Context: an optimization exercise on an open-source flow, tuned for small area, a short achievable clock period and few clock cycles. The choices shown serve that exercise and are no tape-out recipe. Function was checked by simulation only, so behaviour that the tests miss may differ from the original. Power is estimated from default activity; no workload was simulated.

<file path="design.v">
`timescale 1ns/100ps
`default_nettype none
module Milestone1(
		input  logic        CLOCK_50,
		input  logic        Resetn,
		input  logic        start,
		output logic        finish,
		input  logic [15:0] SRAM_read_data,
		output logic [17:0] SRAM_address,
		output logic [15:0] SRAM_write_data,
		output logic        SRAM_we_n
);
localparam logic [1:0] S_IDLE = 2'd0, S_PRO = 2'd1, S_RUN = 2'd2, S_DONE = 2'd3;
logic [1:0]  state;
logic [3:0]  ph;         
logic [6:0]  kcol;       
logic [15:0] ya;         
logic [16:0] rgb;        
logic [7:0]  wu [0:5];
logic [7:0]  wv [0:5];
logic [7:0]  pu, pv;     
logic [15:0] yw;         
logic [9:0]  vo;         
logic [7:0]  bbuf;       
logic        we;         
assign SRAM_we_n = ~we;
wire run   = (state == S_RUN);
wire pro   = (state == S_PRO);
wire first = (kcol == 7'd0);
wire edge_dup = (kcol >= 7'd78);
logic        fsel_v;     
logic [7:0]  f0, f1, f2, f3, f4, f5;
logic [8:0]  fa, fb, fc;
logic [9:0]  fe1, fe2, fe3;
logic [11:0] fa5;
always_comb begin
	if (fsel_v) begin
		f0 = wv[0]; f1 = wv[1]; f2 = wv[2]; f3 = wv[3]; f4 = wv[4]; f5 = wv[5];
	end else begin
		f0 = wu[0]; f1 = wu[1]; f2 = wu[2]; f3 = wu[3]; f4 = wu[4]; f5 = wu[5];
	end
	fa = {1'b0, f2} + {1'b0, f3};
	fb = {1'b0, f1} + {1'b0, f4};
	fc = {1'b0, f0} + {1'b0, f5};
end
always_ff @(posedge CLOCK_50) begin
	fe1 <= {1'b0, fc} - {1'b0, fa};
	fe2 <= {1'b0, fc} - {1'b0, fb};
	fe3 <= {1'b0, fb} + {1'b0, fc};
	fa5 <= {3'd0, fa} + {1'b0, fa, 2'b00};
end
logic [9:0]  ge1, ge2, ge1n, ge2n, fe3n;
logic [17:0] fsum;
logic [9:0]  fout;
always_comb begin
	ge1 = {~fe1[9], fe1[8:0]}; ge1n = ~ge1;
	ge2 = {~fe2[9], fe2[8:0]}; ge2n = ~ge2;
	fe3n = ~fe3;
	fout = fsum[17:8];
end
logic f_1, f_2, f_3, f_4, f_5, f_6, f_7, f_8;
logic f_9, f_10, f_11, f_12, f_13, f_14, f_15, f_16;
logic f_17, f_18, f_19, f_20, f_21, f_22, f_23, f_24;
logic f_25, f_26, f_27, f_28, f_29, f_30, f_31, f_32;
logic f_33, f_34, f_35, f_36, f_37, f_38, f_39, f_40;
logic f_41, f_42, f_43, f_44, f_45, f_46, f_47, f_48;
logic f_49, f_50, f_51, f_52, f_53, f_54, f_55, f_56;
logic f_57, f_58, f_59, f_60, f_61, f_62, f_63, f_64;
logic f_65, f_66, f_67, f_68, f_69, f_70, f_71, f_72;
logic f_73, f_74;
m1_ha u_f_1 (.a(ge1[5]), .b(ge2[3]), .s(f_1), .co(f_2));
m1_fa u_f_3 (.a(ge1[6]), .b(ge2[4]), .c(ge2[1]), .s(f_3), .co(f_4));
m1_fa u_f_5 (.a(ge1[7]), .b(ge2[5]), .c(ge2[2]), .s(f_5), .co(f_6));
m1_ha u_f_7 (.a(fe3n[3]), .b(fa5[2]), .s(f_7), .co(f_8));
m1_fa u_f_9 (.a(ge1[8]), .b(ge2[6]), .c(ge2[3]), .s(f_9), .co(f_10));
m1_ha u_f_11 (.a(fe3n[4]), .b(fa5[3]), .s(f_11), .co(f_12));
m1_fa u_f_13 (.a(ge1[9]), .b(ge2[7]), .c(ge2[4]), .s(f_13), .co(f_14));
assign f_15 = ~(fe3n[5] ^ fa5[4]);
assign f_16 = fe3n[5] | fa5[4];
m1_fa u_f_17 (.a(ge2[8]), .b(ge2[5]), .c(fe3n[6]), .s(f_17), .co(f_18));
assign f_19 = ~fa5[5];
assign f_20 = fa5[5];
m1_fa u_f_21 (.a(ge2[9]), .b(ge2[6]), .c(fe3n[7]), .s(f_21), .co(f_22));
m1_ha u_f_23 (.a(ge2[7]), .b(fe3n[8]), .s(f_23), .co(f_24));
m1_ha u_f_25 (.a(ge2[8]), .b(fe3n[9]), .s(f_25), .co(f_26));
m1_ha u_f_27 (.a(ge1[4]), .b(ge2[2]), .s(f_27), .co(f_28));
m1_fa u_f_29 (.a(f_1), .b(ge2[0]), .c(fe3n[1]), .s(f_29), .co(f_30));
m1_fa u_f_31 (.a(f_2), .b(f_3), .c(fe3n[2]), .s(f_31), .co(f_32));
m1_fa u_f_33 (.a(f_4), .b(f_5), .c(f_7), .s(f_33), .co(f_34));
m1_fa u_f_35 (.a(f_6), .b(f_8), .c(f_9), .s(f_35), .co(f_36));
m1_fa u_f_37 (.a(f_10), .b(f_12), .c(f_13), .s(f_37), .co(f_38));
m1_fa u_f_39 (.a(f_14), .b(f_16), .c(f_17), .s(f_39), .co(f_40));
m1_fa u_f_41 (.a(f_18), .b(f_20), .c(f_21), .s(f_41), .co(f_42));
m1_fa u_f_43 (.a(f_22), .b(f_23), .c(fa5[7]), .s(f_43), .co(f_44));
m1_fa u_f_45 (.a(f_24), .b(f_25), .c(fa5[8]), .s(f_45), .co(f_46));
m1_fa u_f_47 (.a(f_26), .b(ge2[9]), .c(fa5[9]), .s(f_47), .co(f_48));
m1_ha u_f_49 (.a(f_27), .b(fe3n[0]), .s(f_49), .co(f_50));
m1_fa u_f_51 (.a(f_28), .b(f_29), .c(fa5[0]), .s(f_51), .co(f_52));
m1_fa u_f_53 (.a(f_30), .b(f_31), .c(fa5[1]), .s(f_53), .co(f_54));
assign f_55 = ~(f_32 ^ f_33);
assign f_56 = f_32 | f_33;
m1_fa u_f_57 (.a(f_34), .b(f_35), .c(f_11), .s(f_57), .co(f_58));
m1_fa u_f_59 (.a(f_36), .b(f_37), .c(f_15), .s(f_59), .co(f_60));
m1_fa u_f_61 (.a(f_38), .b(f_39), .c(f_19), .s(f_61), .co(f_62));
m1_fa u_f_63 (.a(f_40), .b(f_41), .c(fa5[6]), .s(f_63), .co(f_64));
assign f_65 = ~(f_42 ^ f_43);
assign f_66 = f_42 | f_43;
assign f_67 = ~(f_44 ^ f_45);
assign f_68 = f_44 | f_45;
assign f_69 = ~(f_46 ^ f_47);
assign f_70 = f_46 | f_47;
m1_ha u_f_71 (.a(f_48), .b(fa5[10]), .s(f_71), .co(f_72));
assign f_73 = ~fa5[11];
assign f_74 = fa5[11];
assign fsum = {f_74, f_72, f_70, f_68, f_66, f_64, f_62, f_60, f_58, f_56, f_54, f_52, f_50, f_49, ge1[3], ge1[2], ge1[1], ge1[0]} + {1'b1, f_73, f_71, f_69, f_67, f_65, f_63, f_61, f_59, f_57, f_55, f_53, f_51, 1'b1, ge2[1], ge2[0], 1'b0, 1'b0};
logic [7:0]  py, pyn;
logic [9:0]  py3, py3n;  
logic [11:0] vr3;        
logic [11:0] xv3, xv3n;
logic [9:0]  ur, vr;     
logic [9:0]  xu, xv, xun, xvn;
logic [10:0] sr_a, sr_b, sg_a, sg_b, sb_a, sb_b;
logic [15:0] sr_lo, sg_lo, sb_lo;
logic        sr_c, sg_c, sb_c;
logic [10:0] rr_a, rr_b, rg_a, rg_b, rb_a, rb_b;
logic        rr_c, rg_c, rb_c;
logic [10:0] hr, hg, hb;
logic [7:0]  cr, cg, cb;
function automatic logic [7:0] clip(input logic [10:0] s);
	clip = s[10] ? 8'd0 : ((|s[9:8]) ? 8'd255 : s[7:0]);
endfunction
always_ff @(posedge CLOCK_50) begin
	rr_a <= sr_a; rr_b <= sr_b; rr_c <= sr_c;
	rg_a <= sg_a; rg_b <= sg_b; rg_c <= sg_c;
	rb_a <= sb_a; rb_b <= sb_b; rb_c <= sb_c;
end
always_comb begin
	pyn = ~py; py3n = ~py3;
	xv3 = {~vr3[11], vr3[10:0]}; xv3n = ~xv3;
	xu = {~ur[9], ur[8:0]}; xun = ~xu;
	xv = {~vr[9], vr[8:0]}; xvn = ~xv;
	hr = rr_a + rr_b + {10'd0, rr_c};
	hg = rg_a + rg_b + {10'd0, rg_c};
	hb = rb_a + rb_b + {10'd0, rb_c};
	cr = clip(hr);
	cg = clip(hg);
	cb = clip(hb);
end
logic csr_1, csr_2, csr_3, csr_4, csr_5, csr_6, csr_7, csr_8;
logic csr_9, csr_10, csr_11, csr_12, csr_13, csr_14, csr_15, csr_16;
logic csr_17, csr_18, csr_19, csr_20, csr_21, csr_22, csr_23, csr_24;
logic csr_25, csr_26, csr_27, csr_28, csr_29, csr_30, csr_31, csr_32;
logic csr_33, csr_34, csr_35, csr_36, csr_37, csr_38, csr_39, csr_40;
logic csr_41, csr_42, csr_43, csr_44, csr_45, csr_46, csr_47, csr_48;
logic csr_49, csr_50, csr_51, csr_52, csr_53, csr_54, csr_55, csr_56;
logic csr_57, csr_58, csr_59, csr_60, csr_61, csr_62, csr_63, csr_64;
logic csr_65, csr_66, csr_67, csr_68, csr_69, csr_70, csr_71, csr_72;
logic csr_73, csr_74, csr_75, csr_76, csr_77, csr_78, csr_79, csr_80;
logic csr_81, csr_82, csr_83, csr_84, csr_85, csr_86, csr_87, csr_88;
logic csr_89, csr_90, csr_91, csr_92, csr_93, csr_94, csr_95, csr_96;
logic csr_97, csr_98, csr_99, csr_100, csr_101, csr_102, csr_103, csr_104;
logic csr_105, csr_106, csr_107, csr_108, csr_109, csr_110, csr_111, csr_112;
logic csr_113, csr_114, csr_115, csr_116, csr_117, csr_118, csr_119, csr_120;
logic csr_121, csr_122, csr_123, csr_124, csr_125, csr_126, csr_127, csr_128;
logic csr_129, csr_130, csr_131, csr_132, csr_133, csr_134, csr_135, csr_136;
logic csr_137, csr_138, csr_139, csr_140, csr_141, csr_142, csg_1, csg_2;
logic csg_3, csg_4, csg_5, csg_6, csg_7, csg_8, csg_9, csg_10;
logic csg_11, csg_12, csg_13, csg_14, csg_15, csg_16, csg_17, csg_18;
logic csg_19, csg_20, csg_21, csg_22, csg_23, csg_24, csg_25, csg_26;
logic csg_27, csg_28, csg_29, csg_30, csg_31, csg_32, csg_33, csg_34;
logic csg_35, csg_36, csg_37, csg_38, csg_39, csg_40, csg_41, csg_42;
logic csg_43, csg_44, csg_45, csg_46, csg_47, csg_48, csg_49, csg_50;
logic csg_51, csg_52, csg_53, csg_54, csg_55, csg_56, csg_57, csg_58;
logic csg_59, csg_60, csg_61, csg_62, csg_63, csg_64, csg_65, csg_66;
logic csg_67, csg_68, csg_69, csg_70, csg_71, csg_72, csg_73, csg_74;
logic csg_75, csg_76, csg_77, csg_78, csg_79, csg_80, csg_81, csg_82;
logic csg_83, csg_84, csg_85, csg_86, csg_87, csg_88, csg_89, csg_90;
logic csg_91, csg_92, csg_93, csg_94, csg_95, csg_96, csg_97, csg_98;
logic csg_99, csg_100, csg_101, csg_102, csg_103, csg_104, csg_105, csg_106;
logic csg_107, csg_108, csg_109, csg_110, csg_111, csg_112, csg_113, csg_114;
logic csg_115, csg_116, csg_117, csg_118, csg_119, csg_120, csg_121, csg_122;
logic csg_123, csg_124, csg_125, csg_126, csg_127, csg_128, csg_129, csg_130;
logic csg_131, csg_132, csg_133, csg_134, csg_135, csg_136, csg_137, csg_138;
logic csg_139, csg_140, csg_141, csg_142, csg_143, csg_144, csg_145, csg_146;
logic csg_147, csg_148, csg_149, csg_150, csg_151, csg_152, csg_153, csg_154;
logic csg_155, csg_156, csg_157, csg_158, csg_159, csg_160, csg_161, csg_162;
logic csg_163, csg_164, csg_165, csg_166, csg_167, csg_168, csg_169, csg_170;
logic csg_171, csg_172, csg_173, csg_174, csg_175, csg_176, csg_177, csg_178;
logic csg_179, csg_180, csg_181, csg_182, csg_183, csg_184, csg_185, csg_186;
logic csg_187, csg_188, csg_189, csg_190, csg_191, csg_192, csg_193, csg_194;
logic csg_195, csg_196, csg_197, csg_198, csb_1, csb_2, csb_3, csb_4;
logic csb_5, csb_6, csb_7, csb_8, csb_9, csb_10, csb_11, csb_12;
logic csb_13, csb_14, csb_15, csb_16, csb_17, csb_18, csb_19, csb_20;
logic csb_21, csb_22, csb_23, csb_24, csb_25, csb_26, csb_27, csb_28;
logic csb_29, csb_30, csb_31, csb_32, csb_33, csb_34, csb_35, csb_36;
logic csb_37, csb_38, csb_39, csb_40, csb_41, csb_42, csb_43, csb_44;
logic csb_45, csb_46, csb_47, csb_48, csb_49, csb_50, csb_51, csb_52;
logic csb_53, csb_54, csb_55, csb_56, csb_57, csb_58, csb_59, csb_60;
logic csb_61, csb_62, csb_63, csb_64, csb_65, csb_66, csb_67, csb_68;
logic csb_69, csb_70, csb_71, csb_72, csb_73, csb_74, csb_75, csb_76;
logic csb_77, csb_78, csb_79, csb_80, csb_81, csb_82, csb_83, csb_84;
logic csb_85, csb_86, csb_87, csb_88, csb_89, csb_90, csb_91, csb_92;
logic csb_93, csb_94, csb_95, csb_96, csb_97, csb_98, csb_99, csb_100;
logic csb_101, csb_102, csb_103, csb_104, csb_105, csb_106, csb_107, csb_108;
logic csb_109, csb_110, csb_111, csb_112, csb_113, csb_114, csb_115, csb_116;
logic csb_117, csb_118, csb_119, csb_120, csb_121, csb_122, csb_123, csb_124;
logic csb_125, csb_126, csb_127, csb_128, csb_129, csb_130, csb_131, csb_132;
logic csb_133, csb_134, csb_135, csb_136, csb_137, csb_138, csb_139, csb_140;
logic csb_141, csb_142, csb_143, csb_144, csb_145, csb_146, csb_147, csb_148;
logic csb_149, csb_150;
m1_ha u_csr_1 (.a(py[0]), .b(py3n[7]), .s(csr_1), .co(csr_2));
m1_ha u_csr_3 (.a(py[1]), .b(py3n[8]), .s(csr_3), .co(csr_4));
m1_ha u_csr_5 (.a(py[2]), .b(py3n[9]), .s(csr_5), .co(csr_6));
m1_ha u_csr_7 (.a(pyn[5]), .b(xv[3]), .s(csr_7), .co(csr_8));
m1_ha u_csr_9 (.a(pyn[6]), .b(xv[4]), .s(csr_9), .co(csr_10));
m1_fa u_csr_11 (.a(pyn[7]), .b(py3n[0]), .c(xv[5]), .s(csr_11), .co(csr_12));
m1_fa u_csr_13 (.a(py3n[1]), .b(xv[6]), .c(xv[3]), .s(csr_13), .co(csr_14));
m1_fa u_csr_15 (.a(py3n[2]), .b(xv[7]), .c(xv[4]), .s(csr_15), .co(csr_16));
m1_ha u_csr_17 (.a(xv3[11]), .b(xv3[0]), .s(csr_17), .co(csr_18));
m1_fa u_csr_19 (.a(py3n[3]), .b(py3[0]), .c(xv[8]), .s(csr_19), .co(csr_20));
m1_ha u_csr_21 (.a(xv[5]), .b(xv3[1]), .s(csr_21), .co(csr_22));
m1_fa u_csr_23 (.a(py3n[4]), .b(py3[1]), .c(xv[9]), .s(csr_23), .co(csr_24));
assign csr_25 = ~(xv[6] ^ xv3[2]);
assign csr_26 = xv[6] | xv3[2];
m1_fa u_csr_27 (.a(py3n[5]), .b(py3[2]), .c(xv[7]), .s(csr_27), .co(csr_28));
assign csr_29 = ~xv3[3];
assign csr_30 = xv3[3];
m1_fa u_csr_31 (.a(py3n[6]), .b(py3[3]), .c(xv[8]), .s(csr_31), .co(csr_32));
assign csr_33 = ~(xv3[4] ^ xv3[0]);
assign csr_34 = xv3[4] | xv3[0];
m1_fa u_csr_35 (.a(csr_1), .b(py3[4]), .c(xv[9]), .s(csr_35), .co(csr_36));
assign csr_37 = ~(xv3[5] ^ xv3[1]);
assign csr_38 = xv3[5] | xv3[1];
m1_fa u_csr_39 (.a(csr_2), .b(csr_3), .c(py3[5]), .s(csr_39), .co(csr_40));
assign csr_41 = ~(xv3[6] ^ xv3[2]);
assign csr_42 = xv3[6] | xv3[2];
m1_fa u_csr_43 (.a(csr_4), .b(csr_5), .c(py3[6]), .s(csr_43), .co(csr_44));
assign csr_45 = ~(xv3[7] ^ xv3[3]);
assign csr_46 = xv3[7] | xv3[3];
m1_fa u_csr_47 (.a(csr_6), .b(py[3]), .c(py3[7]), .s(csr_47), .co(csr_48));
m1_ha u_csr_49 (.a(xv3[8]), .b(xv3[4]), .s(csr_49), .co(csr_50));
m1_fa u_csr_51 (.a(py[4]), .b(py3[8]), .c(xv3[9]), .s(csr_51), .co(csr_52));
assign csr_53 = ~xv3[5];
assign csr_54 = xv3[5];
m1_fa u_csr_55 (.a(py[5]), .b(py3[9]), .c(xv3[10]), .s(csr_55), .co(csr_56));
m1_ha u_csr_57 (.a(py[6]), .b(xv3[11]), .s(csr_57), .co(csr_58));
m1_ha u_csr_59 (.a(pyn[4]), .b(xv[2]), .s(csr_59), .co(csr_60));
m1_fa u_csr_61 (.a(csr_7), .b(xv[0]), .c(xv3[7]), .s(csr_61), .co(csr_62));
m1_fa u_csr_63 (.a(csr_8), .b(csr_9), .c(xv[1]), .s(csr_63), .co(csr_64));
m1_fa u_csr_65 (.a(csr_10), .b(csr_11), .c(xv[2]), .s(csr_65), .co(csr_66));
m1_fa u_csr_67 (.a(csr_12), .b(csr_13), .c(xv3[10]), .s(csr_67), .co(csr_68));
m1_fa u_csr_69 (.a(csr_14), .b(csr_15), .c(csr_17), .s(csr_69), .co(csr_70));
m1_fa u_csr_71 (.a(csr_16), .b(csr_18), .c(csr_19), .s(csr_71), .co(csr_72));
m1_fa u_csr_73 (.a(csr_20), .b(csr_22), .c(csr_23), .s(csr_73), .co(csr_74));
m1_fa u_csr_75 (.a(csr_24), .b(csr_26), .c(csr_27), .s(csr_75), .co(csr_76));
m1_fa u_csr_77 (.a(csr_28), .b(csr_30), .c(csr_31), .s(csr_77), .co(csr_78));
m1_fa u_csr_79 (.a(csr_32), .b(csr_34), .c(csr_35), .s(csr_79), .co(csr_80));
m1_fa u_csr_81 (.a(csr_36), .b(csr_38), .c(csr_39), .s(csr_81), .co(csr_82));
m1_fa u_csr_83 (.a(csr_40), .b(csr_42), .c(csr_43), .s(csr_83), .co(csr_84));
m1_fa u_csr_85 (.a(csr_44), .b(csr_46), .c(csr_47), .s(csr_85), .co(csr_86));
m1_fa u_csr_87 (.a(csr_48), .b(csr_50), .c(csr_51), .s(csr_87), .co(csr_88));
m1_fa u_csr_89 (.a(csr_52), .b(csr_54), .c(csr_55), .s(csr_89), .co(csr_90));
m1_fa u_csr_91 (.a(csr_56), .b(csr_57), .c(xv3[7]), .s(csr_91), .co(csr_92));
m1_fa u_csr_93 (.a(csr_58), .b(py[7]), .c(xv3[8]), .s(csr_93), .co(csr_94));
m1_ha u_csr_95 (.a(pyn[0]), .b(xv3[2]), .s(csr_95), .co(csr_96));
m1_ha u_csr_97 (.a(pyn[1]), .b(xv3[3]), .s(csr_97), .co(csr_98));
m1_fa u_csr_99 (.a(pyn[2]), .b(xv[0]), .c(xv3[4]), .s(csr_99), .co(csr_100));
m1_fa u_csr_101 (.a(pyn[3]), .b(xv[1]), .c(xv3[5]), .s(csr_101), .co(csr_102));
assign csr_103 = ~(csr_59 ^ xv3[6]);
assign csr_104 = csr_59 | xv3[6];
assign csr_105 = ~(csr_60 ^ csr_61);
assign csr_106 = csr_60 | csr_61;
m1_fa u_csr_107 (.a(csr_62), .b(csr_63), .c(xv3[8]), .s(csr_107), .co(csr_108));
m1_fa u_csr_109 (.a(csr_64), .b(csr_65), .c(xv3[9]), .s(csr_109), .co(csr_110));
assign csr_111 = ~(csr_66 ^ csr_67);
assign csr_112 = csr_66 | csr_67;
assign csr_113 = ~(csr_68 ^ csr_69);
assign csr_114 = csr_68 | csr_69;
m1_fa u_csr_115 (.a(csr_70), .b(csr_71), .c(csr_21), .s(csr_115), .co(csr_116));
m1_fa u_csr_117 (.a(csr_72), .b(csr_73), .c(csr_25), .s(csr_117), .co(csr_118));
m1_fa u_csr_119 (.a(csr_74), .b(csr_75), .c(csr_29), .s(csr_119), .co(csr_120));
m1_fa u_csr_121 (.a(csr_76), .b(csr_77), .c(csr_33), .s(csr_121), .co(csr_122));
m1_fa u_csr_123 (.a(csr_78), .b(csr_79), .c(csr_37), .s(csr_123), .co(csr_124));
m1_fa u_csr_125 (.a(csr_80), .b(csr_81), .c(csr_41), .s(csr_125), .co(csr_126));
m1_fa u_csr_127 (.a(csr_82), .b(csr_83), .c(csr_45), .s(csr_127), .co(csr_128));
m1_fa u_csr_129 (.a(csr_84), .b(csr_85), .c(csr_49), .s(csr_129), .co(csr_130));
m1_fa u_csr_131 (.a(csr_86), .b(csr_87), .c(csr_53), .s(csr_131), .co(csr_132));
m1_fa u_csr_133 (.a(csr_88), .b(csr_89), .c(xv3[6]), .s(csr_133), .co(csr_134));
assign csr_135 = ~(csr_90 ^ csr_91);
assign csr_136 = csr_90 | csr_91;
assign csr_137 = ~(csr_92 ^ csr_93);
assign csr_138 = csr_92 | csr_93;
m1_ha u_csr_139 (.a(csr_94), .b(xv3[9]), .s(csr_139), .co(csr_140));
assign csr_141 = ~xv3[10];
assign csr_142 = xv3[10];
assign {sr_c, sr_lo} = {1'b0, csr_120, csr_118, csr_116, csr_114, csr_112, csr_110, csr_108, csr_106, csr_104, csr_102, csr_100, csr_98, csr_96, csr_95, xv3[1], xv3[0]} + {1'b0, csr_121, csr_119, csr_117, csr_115, csr_113, csr_111, csr_109, csr_107, csr_105, csr_103, csr_101, csr_99, csr_97, 1'b1, 1'b0, 1'b0};
assign sr_a = {csr_142, csr_140, csr_138, csr_136, csr_134, csr_132, csr_130, csr_128, csr_126, csr_124, csr_122};
assign sr_b = {xv3[11], csr_141, csr_139, csr_137, csr_135, csr_133, csr_131, csr_129, csr_127, csr_125, csr_123};
m1_fa u_csg_1 (.a(py3n[3]), .b(py3[0]), .c(xu[9]), .s(csg_1), .co(csg_2));
m1_fa u_csg_3 (.a(py3n[4]), .b(py3[1]), .c(xun[8]), .s(csg_3), .co(csg_4));
m1_ha u_csg_5 (.a(xun[3]), .b(xu[0]), .s(csg_5), .co(csg_6));
m1_fa u_csg_7 (.a(py3n[5]), .b(py3[2]), .c(xun[9]), .s(csg_7), .co(csg_8));
m1_fa u_csg_9 (.a(xun[4]), .b(xu[1]), .c(xvn[9]), .s(csg_9), .co(csg_10));
m1_fa u_csg_11 (.a(py3n[6]), .b(py3[3]), .c(xun[5]), .s(csg_11), .co(csg_12));
m1_fa u_csg_13 (.a(xu[2]), .b(xun[0]), .c(xvn[3]), .s(csg_13), .co(csg_14));
m1_fa u_csg_15 (.a(py[0]), .b(py3n[7]), .c(py3[4]), .s(csg_15), .co(csg_16));
m1_fa u_csg_17 (.a(xun[6]), .b(xu[3]), .c(xun[1]), .s(csg_17), .co(csg_18));
m1_ha u_csg_19 (.a(xvn[4]), .b(xv3n[2]), .s(csg_19), .co(csg_20));
m1_fa u_csg_21 (.a(py[1]), .b(py3n[8]), .c(py3[5]), .s(csg_21), .co(csg_22));
m1_fa u_csg_23 (.a(xun[7]), .b(xu[4]), .c(xun[2]), .s(csg_23), .co(csg_24));
assign csg_25 = ~(xvn[5] ^ xv3n[3]);
assign csg_26 = xvn[5] | xv3n[3];
m1_fa u_csg_27 (.a(py[2]), .b(py3n[9]), .c(py3[6]), .s(csg_27), .co(csg_28));
m1_fa u_csg_29 (.a(xun[8]), .b(xu[5]), .c(xun[3]), .s(csg_29), .co(csg_30));
assign csg_31 = ~(xvn[6] ^ xv3n[4]);
assign csg_32 = xvn[6] | xv3n[4];
m1_fa u_csg_33 (.a(py[3]), .b(py3[7]), .c(xun[9]), .s(csg_33), .co(csg_34));
m1_fa u_csg_35 (.a(xu[6]), .b(xun[4]), .c(xvn[7]), .s(csg_35), .co(csg_36));
m1_fa u_csg_37 (.a(py[4]), .b(py3[8]), .c(xu[7]), .s(csg_37), .co(csg_38));
m1_ha u_csg_39 (.a(xun[5]), .b(xvn[8]), .s(csg_39), .co(csg_40));
m1_fa u_csg_41 (.a(py[5]), .b(py3[9]), .c(xu[8]), .s(csg_41), .co(csg_42));
m1_ha u_csg_43 (.a(pyn[3]), .b(xu[2]), .s(csg_43), .co(csg_44));
m1_fa u_csg_45 (.a(pyn[4]), .b(xu[3]), .c(xun[1]), .s(csg_45), .co(csg_46));
m1_fa u_csg_47 (.a(pyn[5]), .b(xu[4]), .c(xun[2]), .s(csg_47), .co(csg_48));
m1_fa u_csg_49 (.a(pyn[6]), .b(xu[5]), .c(xun[3]), .s(csg_49), .co(csg_50));
m1_ha u_csg_51 (.a(xvn[8]), .b(xvn[3]), .s(csg_51), .co(csg_52));
m1_fa u_csg_53 (.a(pyn[7]), .b(py3n[0]), .c(xu[6]), .s(csg_53), .co(csg_54));
m1_fa u_csg_55 (.a(xun[4]), .b(xvn[9]), .c(xvn[4]), .s(csg_55), .co(csg_56));
m1_fa u_csg_57 (.a(py3n[1]), .b(xu[7]), .c(xun[5]), .s(csg_57), .co(csg_58));
assign csg_59 = ~(xun[0] ^ xvn[5]);
assign csg_60 = xun[0] | xvn[5];
m1_fa u_csg_61 (.a(py3n[2]), .b(xu[8]), .c(xun[6]), .s(csg_61), .co(csg_62));
assign csg_63 = ~(xun[1] ^ xvn[6]);
assign csg_64 = xun[1] | xvn[6];
m1_fa u_csg_65 (.a(csg_1), .b(xun[7]), .c(xun[2]), .s(csg_65), .co(csg_66));
assign csg_67 = ~(xvn[7] ^ xvn[0]);
assign csg_68 = xvn[7] | xvn[0];
m1_fa u_csg_69 (.a(csg_2), .b(csg_3), .c(csg_5), .s(csg_69), .co(csg_70));
assign csg_71 = ~(xvn[8] ^ xvn[1]);
assign csg_72 = xvn[8] | xvn[1];
m1_fa u_csg_73 (.a(csg_4), .b(csg_6), .c(csg_7), .s(csg_73), .co(csg_74));
m1_fa u_csg_75 (.a(csg_9), .b(xvn[2]), .c(xv3n[0]), .s(csg_75), .co(csg_76));
m1_fa u_csg_77 (.a(csg_8), .b(csg_10), .c(csg_11), .s(csg_77), .co(csg_78));
assign csg_79 = ~(csg_13 ^ xv3n[1]);
assign csg_80 = csg_13 | xv3n[1];
m1_fa u_csg_81 (.a(csg_12), .b(csg_14), .c(csg_15), .s(csg_81), .co(csg_82));
assign csg_83 = ~(csg_17 ^ csg_19);
assign csg_84 = csg_17 | csg_19;
m1_fa u_csg_85 (.a(csg_16), .b(csg_18), .c(csg_20), .s(csg_85), .co(csg_86));
m1_fa u_csg_87 (.a(csg_21), .b(csg_23), .c(csg_25), .s(csg_87), .co(csg_88));
m1_fa u_csg_89 (.a(csg_22), .b(csg_24), .c(csg_26), .s(csg_89), .co(csg_90));
m1_fa u_csg_91 (.a(csg_27), .b(csg_29), .c(csg_31), .s(csg_91), .co(csg_92));
m1_fa u_csg_93 (.a(csg_28), .b(csg_30), .c(csg_32), .s(csg_93), .co(csg_94));
m1_fa u_csg_95 (.a(csg_33), .b(csg_35), .c(xv3n[5]), .s(csg_95), .co(csg_96));
m1_fa u_csg_97 (.a(csg_34), .b(csg_36), .c(csg_37), .s(csg_97), .co(csg_98));
assign csg_99 = ~(csg_39 ^ xv3n[6]);
assign csg_100 = csg_39 | xv3n[6];
m1_fa u_csg_101 (.a(csg_38), .b(csg_40), .c(csg_41), .s(csg_101), .co(csg_102));
m1_fa u_csg_103 (.a(xun[6]), .b(xvn[9]), .c(xv3n[7]), .s(csg_103), .co(csg_104));
m1_fa u_csg_105 (.a(csg_42), .b(py[6]), .c(xu[9]), .s(csg_105), .co(csg_106));
m1_ha u_csg_107 (.a(xun[7]), .b(xv3n[8]), .s(csg_107), .co(csg_108));
m1_ha u_csg_109 (.a(py[7]), .b(xun[8]), .s(csg_109), .co(csg_110));
m1_ha u_csg_111 (.a(csg_43), .b(xun[0]), .s(csg_111), .co(csg_112));
m1_fa u_csg_113 (.a(csg_44), .b(csg_45), .c(xvn[6]), .s(csg_113), .co(csg_114));
m1_fa u_csg_115 (.a(csg_46), .b(csg_47), .c(xvn[7]), .s(csg_115), .co(csg_116));
m1_fa u_csg_117 (.a(csg_48), .b(csg_49), .c(csg_51), .s(csg_117), .co(csg_118));
m1_fa u_csg_119 (.a(csg_50), .b(csg_52), .c(csg_53), .s(csg_119), .co(csg_120));
m1_fa u_csg_121 (.a(csg_54), .b(csg_56), .c(csg_57), .s(csg_121), .co(csg_122));
m1_fa u_csg_123 (.a(csg_58), .b(csg_60), .c(csg_61), .s(csg_123), .co(csg_124));
m1_fa u_csg_125 (.a(csg_62), .b(csg_64), .c(csg_65), .s(csg_125), .co(csg_126));
m1_fa u_csg_127 (.a(csg_66), .b(csg_68), .c(csg_69), .s(csg_127), .co(csg_128));
m1_fa u_csg_129 (.a(csg_70), .b(csg_72), .c(csg_73), .s(csg_129), .co(csg_130));
m1_fa u_csg_131 (.a(csg_74), .b(csg_76), .c(csg_77), .s(csg_131), .co(csg_132));
m1_fa u_csg_133 (.a(csg_78), .b(csg_80), .c(csg_81), .s(csg_133), .co(csg_134));
m1_fa u_csg_135 (.a(csg_82), .b(csg_84), .c(csg_85), .s(csg_135), .co(csg_136));
m1_fa u_csg_137 (.a(csg_86), .b(csg_88), .c(csg_89), .s(csg_137), .co(csg_138));
m1_fa u_csg_139 (.a(csg_90), .b(csg_92), .c(csg_93), .s(csg_139), .co(csg_140));
m1_fa u_csg_141 (.a(csg_94), .b(csg_96), .c(csg_97), .s(csg_141), .co(csg_142));
m1_fa u_csg_143 (.a(csg_98), .b(csg_100), .c(csg_101), .s(csg_143), .co(csg_144));
m1_fa u_csg_145 (.a(csg_102), .b(csg_104), .c(csg_105), .s(csg_145), .co(csg_146));
m1_fa u_csg_147 (.a(csg_106), .b(csg_108), .c(csg_109), .s(csg_147), .co(csg_148));
m1_fa u_csg_149 (.a(csg_110), .b(xun[9]), .c(xv3n[10]), .s(csg_149), .co(csg_150));
m1_ha u_csg_151 (.a(pyn[0]), .b(xvn[2]), .s(csg_151), .co(csg_152));
m1_fa u_csg_153 (.a(pyn[1]), .b(xu[0]), .c(xvn[3]), .s(csg_153), .co(csg_154));
m1_fa u_csg_155 (.a(pyn[2]), .b(xu[1]), .c(xvn[4]), .s(csg_155), .co(csg_156));
m1_fa u_csg_157 (.a(csg_111), .b(xvn[5]), .c(xvn[0]), .s(csg_157), .co(csg_158));
m1_fa u_csg_159 (.a(csg_112), .b(csg_113), .c(xvn[1]), .s(csg_159), .co(csg_160));
m1_fa u_csg_161 (.a(csg_114), .b(csg_115), .c(xvn[2]), .s(csg_161), .co(csg_162));
assign csg_163 = ~(csg_116 ^ csg_117);
assign csg_164 = csg_116 | csg_117;
m1_fa u_csg_165 (.a(csg_118), .b(csg_119), .c(csg_55), .s(csg_165), .co(csg_166));
m1_fa u_csg_167 (.a(csg_120), .b(csg_121), .c(csg_59), .s(csg_167), .co(csg_168));
m1_fa u_csg_169 (.a(csg_122), .b(csg_123), .c(csg_63), .s(csg_169), .co(csg_170));
m1_fa u_csg_171 (.a(csg_124), .b(csg_125), .c(csg_67), .s(csg_171), .co(csg_172));
m1_fa u_csg_173 (.a(csg_126), .b(csg_127), .c(csg_71), .s(csg_173), .co(csg_174));
m1_fa u_csg_175 (.a(csg_128), .b(csg_129), .c(csg_75), .s(csg_175), .co(csg_176));
m1_fa u_csg_177 (.a(csg_130), .b(csg_131), .c(csg_79), .s(csg_177), .co(csg_178));
m1_fa u_csg_179 (.a(csg_132), .b(csg_133), .c(csg_83), .s(csg_179), .co(csg_180));
m1_fa u_csg_181 (.a(csg_134), .b(csg_135), .c(csg_87), .s(csg_181), .co(csg_182));
m1_fa u_csg_183 (.a(csg_136), .b(csg_137), .c(csg_91), .s(csg_183), .co(csg_184));
m1_fa u_csg_185 (.a(csg_138), .b(csg_139), .c(csg_95), .s(csg_185), .co(csg_186));
m1_fa u_csg_187 (.a(csg_140), .b(csg_141), .c(csg_99), .s(csg_187), .co(csg_188));
m1_fa u_csg_189 (.a(csg_142), .b(csg_143), .c(csg_103), .s(csg_189), .co(csg_190));
m1_fa u_csg_191 (.a(csg_144), .b(csg_145), .c(csg_107), .s(csg_191), .co(csg_192));
m1_fa u_csg_193 (.a(csg_146), .b(csg_147), .c(xv3n[9]), .s(csg_193), .co(csg_194));
assign csg_195 = ~(csg_148 ^ csg_149);
assign csg_196 = csg_148 | csg_149;
m1_ha u_csg_197 (.a(csg_150), .b(xv3n[11]), .s(csg_197), .co(csg_198));
assign {sg_c, sg_lo} = {1'b0, csg_176, csg_174, csg_172, csg_170, csg_168, csg_166, csg_164, csg_162, csg_160, csg_158, csg_156, csg_154, csg_152, csg_151, xvn[1], xvn[0]} + {1'b0, csg_177, csg_175, csg_173, csg_171, csg_169, csg_167, csg_165, csg_163, csg_161, csg_159, csg_157, csg_155, csg_153, 1'b1, 1'b0, 1'b1};
assign sg_a = {csg_198, csg_196, csg_194, csg_192, csg_190, csg_188, csg_186, csg_184, csg_182, csg_180, csg_178};
assign sg_b = {1'b1, csg_197, csg_195, csg_193, csg_191, csg_189, csg_187, csg_185, csg_183, csg_181, csg_179};
m1_ha u_csb_1 (.a(pyn[7]), .b(py3n[0]), .s(csb_1), .co(csb_2));
m1_ha u_csb_3 (.a(py3n[1]), .b(xun[8]), .s(csb_3), .co(csb_4));
m1_ha u_csb_5 (.a(pyn[4]), .b(xun[6]), .s(csb_5), .co(csb_6));
m1_fa u_csb_7 (.a(pyn[5]), .b(xun[7]), .c(xun[5]), .s(csb_7), .co(csb_8));
m1_ha u_csb_9 (.a(xu[2]), .b(xu[0]), .s(csb_9), .co(csb_10));
m1_fa u_csb_11 (.a(pyn[6]), .b(xun[8]), .c(xun[6]), .s(csb_11), .co(csb_12));
m1_ha u_csb_13 (.a(xu[3]), .b(xu[1]), .s(csb_13), .co(csb_14));
m1_fa u_csb_15 (.a(csb_1), .b(xun[9]), .c(xun[7]), .s(csb_15), .co(csb_16));
assign csb_17 = ~(xu[4] ^ xu[2]);
assign csb_18 = xu[4] | xu[2];
m1_fa u_csb_19 (.a(csb_2), .b(csb_3), .c(xu[5]), .s(csb_19), .co(csb_20));
assign csb_21 = ~(xu[3] ^ xu[0]);
assign csb_22 = xu[3] | xu[0];
m1_fa u_csb_23 (.a(csb_4), .b(py3n[2]), .c(xun[9]), .s(csb_23), .co(csb_24));
m1_fa u_csb_25 (.a(xu[6]), .b(xu[4]), .c(xu[1]), .s(csb_25), .co(csb_26));
m1_fa u_csb_27 (.a(py3n[3]), .b(py3[0]), .c(xu[7]), .s(csb_27), .co(csb_28));
m1_ha u_csb_29 (.a(xu[5]), .b(xu[2]), .s(csb_29), .co(csb_30));
m1_fa u_csb_31 (.a(py3n[4]), .b(py3[1]), .c(xu[8]), .s(csb_31), .co(csb_32));
m1_ha u_csb_33 (.a(xu[6]), .b(xu[3]), .s(csb_33), .co(csb_34));
m1_fa u_csb_35 (.a(py3n[5]), .b(py3[2]), .c(xu[9]), .s(csb_35), .co(csb_36));
assign csb_37 = ~(xu[7] ^ xu[4]);
assign csb_38 = xu[7] | xu[4];
m1_fa u_csb_39 (.a(py3n[6]), .b(py3[3]), .c(xu[8]), .s(csb_39), .co(csb_40));
assign csb_41 = ~xu[5];
assign csb_42 = xu[5];
m1_fa u_csb_43 (.a(py[0]), .b(py3n[7]), .c(py3[4]), .s(csb_43), .co(csb_44));
assign csb_45 = ~(xu[9] ^ xu[6]);
assign csb_46 = xu[9] | xu[6];
m1_fa u_csb_47 (.a(py[1]), .b(py3n[8]), .c(py3[5]), .s(csb_47), .co(csb_48));
m1_ha u_csb_49 (.a(xu[7]), .b(xu[0]), .s(csb_49), .co(csb_50));
m1_fa u_csb_51 (.a(py[2]), .b(py3n[9]), .c(py3[6]), .s(csb_51), .co(csb_52));
m1_ha u_csb_53 (.a(xu[8]), .b(xu[1]), .s(csb_53), .co(csb_54));
m1_fa u_csb_55 (.a(py[3]), .b(py3[7]), .c(xu[9]), .s(csb_55), .co(csb_56));
assign csb_57 = ~xu[2];
assign csb_58 = xu[2];
m1_fa u_csb_59 (.a(py[4]), .b(py3[8]), .c(xu[3]), .s(csb_59), .co(csb_60));
m1_ha u_csb_61 (.a(pyn[1]), .b(xun[3]), .s(csb_61), .co(csb_62));
m1_ha u_csb_63 (.a(pyn[2]), .b(xun[4]), .s(csb_63), .co(csb_64));
m1_fa u_csb_65 (.a(pyn[3]), .b(xun[5]), .c(xun[3]), .s(csb_65), .co(csb_66));
m1_fa u_csb_67 (.a(csb_5), .b(xun[4]), .c(xu[1]), .s(csb_67), .co(csb_68));
m1_fa u_csb_69 (.a(csb_6), .b(csb_7), .c(csb_9), .s(csb_69), .co(csb_70));
m1_fa u_csb_71 (.a(csb_8), .b(csb_10), .c(csb_11), .s(csb_71), .co(csb_72));
m1_fa u_csb_73 (.a(csb_12), .b(csb_14), .c(csb_15), .s(csb_73), .co(csb_74));
m1_fa u_csb_75 (.a(csb_16), .b(csb_18), .c(csb_19), .s(csb_75), .co(csb_76));
m1_fa u_csb_77 (.a(csb_20), .b(csb_22), .c(csb_23), .s(csb_77), .co(csb_78));
m1_fa u_csb_79 (.a(csb_24), .b(csb_26), .c(csb_27), .s(csb_79), .co(csb_80));
m1_fa u_csb_81 (.a(csb_28), .b(csb_30), .c(csb_31), .s(csb_81), .co(csb_82));
m1_fa u_csb_83 (.a(csb_32), .b(csb_34), .c(csb_35), .s(csb_83), .co(csb_84));
m1_fa u_csb_85 (.a(csb_36), .b(csb_38), .c(csb_39), .s(csb_85), .co(csb_86));
m1_fa u_csb_87 (.a(csb_40), .b(csb_42), .c(csb_43), .s(csb_87), .co(csb_88));
m1_fa u_csb_89 (.a(csb_44), .b(csb_46), .c(csb_47), .s(csb_89), .co(csb_90));
m1_fa u_csb_91 (.a(csb_48), .b(csb_50), .c(csb_51), .s(csb_91), .co(csb_92));
m1_fa u_csb_93 (.a(csb_52), .b(csb_54), .c(csb_55), .s(csb_93), .co(csb_94));
m1_fa u_csb_95 (.a(csb_56), .b(csb_58), .c(csb_59), .s(csb_95), .co(csb_96));
m1_fa u_csb_97 (.a(csb_60), .b(py[5]), .c(py3[9]), .s(csb_97), .co(csb_98));
m1_ha u_csb_99 (.a(py[6]), .b(xu[5]), .s(csb_99), .co(csb_100));
m1_ha u_csb_101 (.a(py[7]), .b(xu[6]), .s(csb_101), .co(csb_102));
m1_ha u_csb_103 (.a(pyn[0]), .b(xun[2]), .s(csb_103), .co(csb_104));
assign csb_105 = ~(csb_61 ^ xun[1]);
assign csb_106 = csb_61 | xun[1];
m1_fa u_csb_107 (.a(csb_62), .b(csb_63), .c(xun[2]), .s(csb_107), .co(csb_108));
m1_fa u_csb_109 (.a(csb_64), .b(csb_65), .c(xu[0]), .s(csb_109), .co(csb_110));
assign csb_111 = ~(csb_66 ^ csb_67);
assign csb_112 = csb_66 | csb_67;
assign csb_113 = ~(csb_68 ^ csb_69);
assign csb_114 = csb_68 | csb_69;
m1_fa u_csb_115 (.a(csb_70), .b(csb_71), .c(csb_13), .s(csb_115), .co(csb_116));
m1_fa u_csb_117 (.a(csb_72), .b(csb_73), .c(csb_17), .s(csb_117), .co(csb_118));
m1_fa u_csb_119 (.a(csb_74), .b(csb_75), .c(csb_21), .s(csb_119), .co(csb_120));
m1_fa u_csb_121 (.a(csb_76), .b(csb_77), .c(csb_25), .s(csb_121), .co(csb_122));
m1_fa u_csb_123 (.a(csb_78), .b(csb_79), .c(csb_29), .s(csb_123), .co(csb_124));
m1_fa u_csb_125 (.a(csb_80), .b(csb_81), .c(csb_33), .s(csb_125), .co(csb_126));
m1_fa u_csb_127 (.a(csb_82), .b(csb_83), .c(csb_37), .s(csb_127), .co(csb_128));
m1_fa u_csb_129 (.a(csb_84), .b(csb_85), .c(csb_41), .s(csb_129), .co(csb_130));
m1_fa u_csb_131 (.a(csb_86), .b(csb_87), .c(csb_45), .s(csb_131), .co(csb_132));
m1_fa u_csb_133 (.a(csb_88), .b(csb_89), .c(csb_49), .s(csb_133), .co(csb_134));
m1_fa u_csb_135 (.a(csb_90), .b(csb_91), .c(csb_53), .s(csb_135), .co(csb_136));
m1_fa u_csb_137 (.a(csb_92), .b(csb_93), .c(csb_57), .s(csb_137), .co(csb_138));
assign csb_139 = ~(csb_94 ^ csb_95);
assign csb_140 = csb_94 | csb_95;
m1_fa u_csb_141 (.a(csb_96), .b(csb_97), .c(xu[4]), .s(csb_141), .co(csb_142));
assign csb_143 = ~(csb_98 ^ csb_99);
assign csb_144 = csb_98 | csb_99;
assign csb_145 = ~(csb_100 ^ csb_101);
assign csb_146 = csb_100 | csb_101;
m1_ha u_csb_147 (.a(csb_102), .b(xu[7]), .s(csb_147), .co(csb_148));
assign csb_149 = ~xu[8];
assign csb_150 = xu[8];
assign {sb_c, sb_lo} = {1'b0, csb_128, csb_126, csb_124, csb_122, csb_120, csb_118, csb_116, csb_114, csb_112, csb_110, csb_108, csb_106, csb_104, csb_103, xun[1], xun[0]} + {1'b0, csb_129, csb_127, csb_125, csb_123, csb_121, csb_119, csb_117, csb_115, csb_113, csb_111, csb_109, csb_107, csb_105, xun[0], 1'b0, 1'b1};
assign sb_a = {csb_150, csb_148, csb_146, csb_144, csb_142, csb_140, csb_138, csb_136, csb_134, csb_132, csb_130};
assign sb_b = {xu[9], csb_149, csb_147, csb_145, csb_143, csb_141, csb_139, csb_137, csb_135, csb_133, csb_131};
always_ff @(posedge CLOCK_50 or negedge Resetn) begin
	if (!Resetn) begin
		state     <= S_IDLE;
		ph        <= 4'd0;
		kcol      <= 7'd0;
		ya        <= 16'd0;
		rgb       <= 17'h03E00;
		finish    <= 1'b0;
		we        <= 1'b0;
		fsel_v    <= 1'b0;
	end else begin
		fsel_v <= (run && (ph == 4'd9 || ph == 4'd2)) || (pro && ph == 4'd7);
		case (state)
		S_IDLE: begin
			if (start) begin
				state <= S_PRO;
				ph    <= 4'd0;
			end
		end
		S_PRO: begin
			ph <= ph + 4'd1;
			if (ph == 4'd1) ya <= ya + 16'd1;
			if (ph == 4'd7) begin
				state <= S_RUN;
				ph    <= 4'd0;
			end
		end
		S_RUN: begin
			ph <= (ph == 4'd9) ? 4'd0 : ph + 4'd1;
			if (ph == 4'd1 || (ph == 4'd2 && kcol != 7'd79)) ya <= ya + 16'd1;
			if (ph >= 4'd3 && ph <= 4'd8) begin
				we  <= 1'b1;
				rgb <= rgb + 17'd1;
			end else
				we  <= 1'b0;
			if (ph == 4'd9) begin
				if (kcol == 7'd79) begin
					kcol <= 7'd0;
					if (ya == 16'd38400) begin
						state  <= S_DONE;
						finish <= 1'b1;
					end else begin
						state <= S_PRO;
						ph    <= 4'd0;
					end
				end else
					kcol <= kcol + 7'd1;
			end
		end
		default: begin
			we <= 1'b0;
		end
		endcase
	end
end
logic sel_v, sel_ya, sel_rgb;
logic [1:0]  uv_off;
logic [16:0] uv_addr;
always_comb begin
	sel_v   = (state == S_IDLE) || (pro && (ph == 4'd3 || ph == 4'd7)) ||
	          (run && ph == 4'd9);
	sel_ya  = (pro && ph == 4'd1) || (run && (ph == 4'd1 || ph == 4'd2));
	sel_rgb = run && ph >= 4'd3 && ph <= 4'd8;
	if (state == S_IDLE || (pro && ph == 4'd0) || (run && kcol == 7'd79))
		uv_off = 2'd0;
	else if (pro && ph <= 4'd4)
		uv_off = 2'd1;
	else
		uv_off = 2'd2;
	uv_addr = {2'b00, ya[15:1]} + (sel_v ? 17'd57600 : 17'd38400) + {15'd0, uv_off};
end
always_ff @(posedge CLOCK_50) begin
	if (sel_rgb)     SRAM_address <= {1'b1, rgb};
	else if (sel_ya) SRAM_address <= {2'b00, ya};
	else             SRAM_address <= {1'b0, uv_addr};
end
logic u_load, u_dup, u_pend, v_load, v_dup, v_pend;
always_comb begin
	v_load = (pro && (ph == 4'd2 || ph == 4'd6)) || (run && ph == 4'd2 && !edge_dup);
	v_dup  = (pro && (ph == 4'd3 || ph == 4'd4)) || (run && edge_dup && (ph == 4'd2 || ph == 4'd5));
	v_pend = (pro && (ph == 4'd5 || ph == 4'd7)) || (run && ph == 4'd5 && !edge_dup);
	u_load = (pro && (ph == 4'd3 || ph == 4'd7)) || (run && ph == 4'd3 && !edge_dup);
	u_dup  = (pro && (ph == 4'd4 || ph == 4'd5)) || (run && edge_dup && (ph == 4'd3 || ph == 4'd5));
	u_pend = (pro && ph == 4'd6) || (run && ((first && ph == 4'd0) || (ph == 4'd5 && !edge_dup)));
end
always_ff @(posedge CLOCK_50) begin
	if (u_load || u_dup || u_pend) begin
		wu[0] <= wu[1]; wu[1] <= wu[2]; wu[2] <= wu[3]; wu[3] <= wu[4]; wu[4] <= wu[5];
		if (u_load) wu[5] <= SRAM_read_data[15:8];
		else if (u_pend) wu[5] <= pu;
	end
	if (u_load) pu <= SRAM_read_data[7:0];
	if (v_load || v_dup || v_pend) begin
		wv[0] <= wv[1]; wv[1] <= wv[2]; wv[2] <= wv[3]; wv[3] <= wv[4]; wv[4] <= wv[5];
		if (v_load) wv[5] <= SRAM_read_data[15:8];
		else if (v_pend) wv[5] <= pv;
	end
	if (v_load) pv <= SRAM_read_data[7:0];
end
logic       py_ld;
logic [7:0] py_nx;
logic [9:0] ur_nx, vr_nx;
always_comb begin
	py_ld = (ph == 4'd1) || (ph == 4'd2) || (ph == 4'd4) || (ph == 4'd5);
	case (ph)
		4'd1:    py_nx = yw[15:8];
		4'd4:    py_nx = SRAM_read_data[15:8];
		default: py_nx = yw[7:0];
	endcase
	if (ph == 4'd1 || ph == 4'd4) begin
		ur_nx = {2'b00, wu[2]};
		vr_nx = {2'b00, wv[2]};
	end else begin
		ur_nx = fout;
		vr_nx = vo;
	end
end
always_ff @(posedge CLOCK_50) begin
	if ((pro && ph == 4'd4) || (run && ph == 4'd5)) yw <= SRAM_read_data;
	else if (run && ph == 4'd4) yw[7:0] <= SRAM_read_data[7:0];
	if (ph == 4'd1 || ph == 4'd4) vo <= fout;
	if (py_ld) begin
		py  <= py_nx;
		py3 <= {2'b00, py_nx} + {1'b0, py_nx, 1'b0};
	end
	ur  <= ur_nx;
	vr  <= vr_nx;
	vr3 <= {{2{vr_nx[9]}}, vr_nx} + {vr_nx[9], vr_nx, 1'b0};
	bbuf <= cb;
	case (ph)
		4'd3, 4'd6: SRAM_write_data <= {cr, cg};
		4'd4, 4'd7: SRAM_write_data <= {bbuf, cr};
		default:    SRAM_write_data <= {cg, cb};
	endcase
end
endmodule
module m1_fa(input logic a, input logic b, input logic c, output logic s, output logic co);
	assign {co, s} = {1'b0, a} + {1'b0, b} + {1'b0, c};
endmodule
module m1_ha(input logic a, input logic b, output logic s, output logic co);
	assign {co, s} = {1'b0, a} + {1'b0, b};
endmodule
</file>
<file path="flow/run.sh">
#!/bin/bash
# Standard layout (unchanged synthesis), with timing repair aiming for a
# setup slack margin so that the achieved period, not just 11.5 ns, is
# optimised.  Each run writes its full output to a log of its own.
set -euo pipefail
bash standard.sh SETUP_SLACK_MARGIN=7.8 "BUFFER_PORTS_ARGS=-buffer_cell sky130_fd_sc_hd__buf_2" finish > standard.log 2>&1
</file>
<file path="standard.sh">
#!/bin/bash
# synth_recipe.tcl (not shown) runs the flow's synth.tcl, then flattens the netlist and writes it again
# the make line also repeats each setting of config.mk as NAME=value (left out here)
make -C /OpenROAD-flow-scripts/flow DESIGN_CONFIG=/design/flow/config.mk WORK_HOME=/design/flow/orfs CLKGATE_MAP_FILE= SYNTH_SCRIPT=/design/flow/synth_recipe.tcl "${@:-finish}"
</file>
<file path="config.mk">
export PLATFORM = sky130hd
export DESIGN_NAME = Milestone1
export DESIGN_NICKNAME = Milestone1
export VERILOG_FILES = /design/flow/design.v
export SDC_FILE = /design/flow/constraint.sdc
export NUM_CORES = 4
export LEC_CHECK = 0
export CAP_MARGIN = 20
export CORE_MARGIN = 2
export CORE_UTILIZATION = 40
export SLEW_MARGIN = 20
export SYNTH_HIERARCHICAL = 1
export SYNTH_MINIMUM_KEEP_SIZE = 0
</file>
<file path="constraint.sdc">
create_clock -name core_clock -period 11.5 [get_ports {CLOCK_50}]
set_input_delay 2.3000 -clock core_clock [delete_from_list [all_inputs] [get_ports {CLOCK_50}]]
set_output_delay 2.3000 -clock core_clock [all_outputs]
set_load 0.01 [all_outputs]
</file>
==> summary.txt <==
modules after synthesis (local to each module, per instance):
module	flip-flops and latches	cells
Milestone1	383	1907
m1_fa	0	1
m1_ha	0	1
cell type report:
class / instances / area, µm² / area share (%)
multi-input combinational: 1453 / 14100 / 50.3
sequential: 383 / 9490 / 33.9
clock buffer: 61 / 1250 / 4.46
inverter: 269 / 1050 / 3.74
tap: 782 / 978 / 3.50
timing repair buffer: 130 / 921 / 3.29
clock inverter: 20 / 218 / 0.778
timing repair inverter: 1 / 5.00 / 0.0179
antenna: 1 / 2.50 / 0.00894
cell families (layout without fill, tap and decap cells):
group | count (synthesis) | in the layout | share of synthesized area, %
AO/OA/AOI/OAI | 361 | 361 | 9.56
XOR/XNOR | 126 | 126 | 4.57
adder cells (fa/ha/maj) | 467 | 467 | 30.6
buffers and inverters | 308 | 481 | 4.90
flip-flops | 383 | 383 | 39.2
multiplexers | 60 | 60 | 2.77
other | 0 | 1 | 0
AND/OR/NAND/NOR | 439 | 439 | 8.46
where the power goes:
| group | leakage, µW | total (µW) | switching, µW | internal, µW |
|---|---|---|---|---|
| sequential | 0.00358 | 1600 | 59.6 | 1540 |
| clock | 0.000712 | 1390 | 578 | 815 |
| combinational | 0.00792 | 1280 | 741 | 541 |
| total | 0.0122 | 4280 | 1380 | 2900 |
final timing paths:
| path | slack [ns] | endpoint | start | depth (start not counted) |
|---|---|---|---|---|
| min in group asynchronous | 1.84 | kcol[1] | Resetn | 2 |
| worst min register to register | 0.44 | wv[3][2] | wv[4][2] | 0 |
| worst min-delay path | 0.44 | wv[3][2] | wv[4][2] | 0 |
| worst max register to register | 7.70 | ur[9] | fe1[6] | 14 |
| max in group asynchronous | 9.16 | ph[0] | Resetn | 2 |
| worst max-delay path | 7.70 | ur[9] | fe1[6] | 14 |
layer usage:
metal | track usage [%] | share of wire (%) | up-vias
li1 | - | - | 7550
met2 | 29.8 | 46 | 391
met3 | 4.21 | 6.1 | 106
met5 | 0 | 0 | -
met4 | 5.08 | 2.7 | 0
met1 | 26.4 | 46 | 7773
flip-flops by register name (all words and copies together) (netlist names), 11 cells and up:
register,count
rgb,17
wu,48
rg_a,11
rr_b,11
rb_b,11
SRAM_address,18
rr_a,11
yw,16
wv,48
vr3,11
fa5,12
ya,16
rb_a,11
SRAM_write_data,16
per-stage QoR:
stage          worst slack (ns)  hold WS [ns]  instance area [µm²]  std cells
2_1_floorplan              7.45         0.388                24200       2144
3_3_place_gp               7.15         0.424                25400       2950
3_5_place_dp               7.11         0.430                25400       2950
4_1_cts                    7.77         0.443                27300       3058
5_1_grt                    7.56         0.454                28000       3099
6_report                   7.70         0.441                28000       3100
cell usage in the layout (no fill, tap or decap), drive strengths merged, types with 8 or more instances in the layout:
master	count
inv	261
dfrtp	44
nor2	94
nor2b	14
and3	13
dfxtp	179
a211oi	8
nand3	34
o21bai	29
o211ai	16
buf	128
xnor2	89
clkbuf	61
nor3	13
clkinvlp	11
xor2	37
nand4	17
ha	260
nand2b	17
a21o	38
and2	9
clkinv	16
o21a	15
edfxtp	155
nand2	189
a21oi	106
mux2	55
fa	206
o21ai	92
timing repair:
action	4_1_cts	5_1_grt
endpoints found under the setup margin	86	38
cloned	3	0
endpoints found under the hold margin	0	0
resized for setup	46	88
pin swaps	21	46
setup buffers	24	41
==> impl_metrics.tcl <==
set metrics [dict create \
    status "no timing/DRC/antenna violations" \
    critPathTopFamily "adder cells" \
    critPathMostFrequentCell "fa_1" \
    vias 15800 \
    grtUsageTotal_pct 18.9 \
    report.final.slew_viol_count 0 \
    crit_chain "fa_1 -> fa_1 -> fa_1 -> ha_4 -> nor4_4 -> a221oi_2 -> buf_4 -> o211ai_1 -> buf_4 -> a31oi_4 -> a21o_1 -> a21oi_2 -> xnor2_2 -> and2_1" \
    hold_class "flop to flop" \
    synth_seq_cells 383 \
    yosys-top-cells-area "edfxtp_1 (19%), fa_1 (17%), dfxtp_1 (15%)" \
    hpwl_mm 45.4 \
    pin_count 55 \
    core_area_mm2 0.0600 \
    syn_area_mm2 0.0242 \
    nets 2767 \
    skew_ns 0.0284 \
    placementRows 90 \
    yosys.area.top_type_share_pct 19.3 \
    cts_buffers 44 \
    portBuffers 54 \
    fmax_mhz 263 \
    fp.dieW_um 250 \
    hold_viol_final 0 \
    grt_pass1_wl_mm 91.5 \
    netlist_top_cells_count "inv_1 (267), ha_1 (260), fa_1 (206)" \
    drtIter0Drc 964 \
    power_density_mw_per_mm2 153 \
    grt_pass1_vias 16100 \
    fillers 5412 \
    yosys_most_used_dff "dfxtp_1" \
    ir_worst_vdd_mv 0.125 \
    slowest_delay_ns 0.56 \
    yosysMostFrequentCell "inv_1" \
    worstPathMaxFanout 3 \
    min_period_ns 3.80 \
    startpoint_type "flop" \
    first_pass_iters 5 \
    drc_errors 0 \
    synthCells 2144 \
    postRouteAntennaNets 0 \
    synth_cell_types 82 \
    grt_overflow 0 \
    critPathBufInv 2 \
    worstSkewPairLatency_ns 0.58 \
    fp.dieArea_mm2 0.0624 \
    cts-htree-levels 2 \
    crit_path_end_kind "flop" \
    p_leak_uw 0.0122 \
    start_util_pct 40.3 \
    yosys.area.top_type "edfxtp_1" \
    antenna_found_initial 0 \
    cts_tree "built" \
    critPathSlowestCell "fa_1" \
    synth_nets 2629 \
    grt_max_degree 50 \
    die_h_um 250 \
    synth-edff-count 155 \
    area_growth_pct 15.8 \
    final_util_pct 46.6 \
    ctsHoldBuffers 0 \
    max-clock-path-buffers 3 \
    viasPerCell 5.10 \
    clk_pin_slew_worst_paths_ns 0.06 \
    max-cap-violations 0 \
    min_period_over_period_pct 33.0 \
    wl_per_cell_um 19.1 \
    synthArstFlopShare_pct 12.8 \
    gp_congestion 0.936 \
    ys_seq_area_share_pct 39.2 \
    cts_root_buf "clkbuf_16" \
    slew_headroom_pct 28.8 \
    yosysWarnings 9 \
    crit_type "flop to flop" \
    crit_arrival_ns 4.27 \
    rsz0062_at_grt "yes" \
    total_power_uw 4280 \
    syn_area_per_cell_um2 11.3 \
    finalSetupViolCount 0 \
    clock_sinks 383 \
    drt-total-wl_mm 59.2 \
    fin_tns_setup_ns 0 \
    drive_above_1_share_pct 16.7 \
    worst_slew_pin_slew_ns 1.07 \
    crit_required_ns 11.97 \
]
Testbench counts, summed over its fixed seeds: cycles 775,684.

[separate check: timing with driven ports]
The flow's constraints put no driver on any port. The routed layout listed below was extracted and timed again, unchanged, in two steps. Step 1, drivers: a clkbuf_16 drives CLOCK_50 and a buf_2 each remaining input, both assumed. Step 2 moves the port delays by t, midway between the first and last clock arrival at a register: inputs arrive t later, outputs are due t later. That takes back most of the time a late clock gives input paths. Slacks: no drivers / after step 1 / after step 2; pairs: no drivers / after step 1.
shift t [ns]: 0.637
slack for setup (ns): 7.701 / 7.701 / 7.225
pins driven straight from the clock port: 1
After both steps this run still meets setup and hold. For this run, drivers alone change the setup slack by 0.000 ns; drivers and shift together by -0.476 ns.
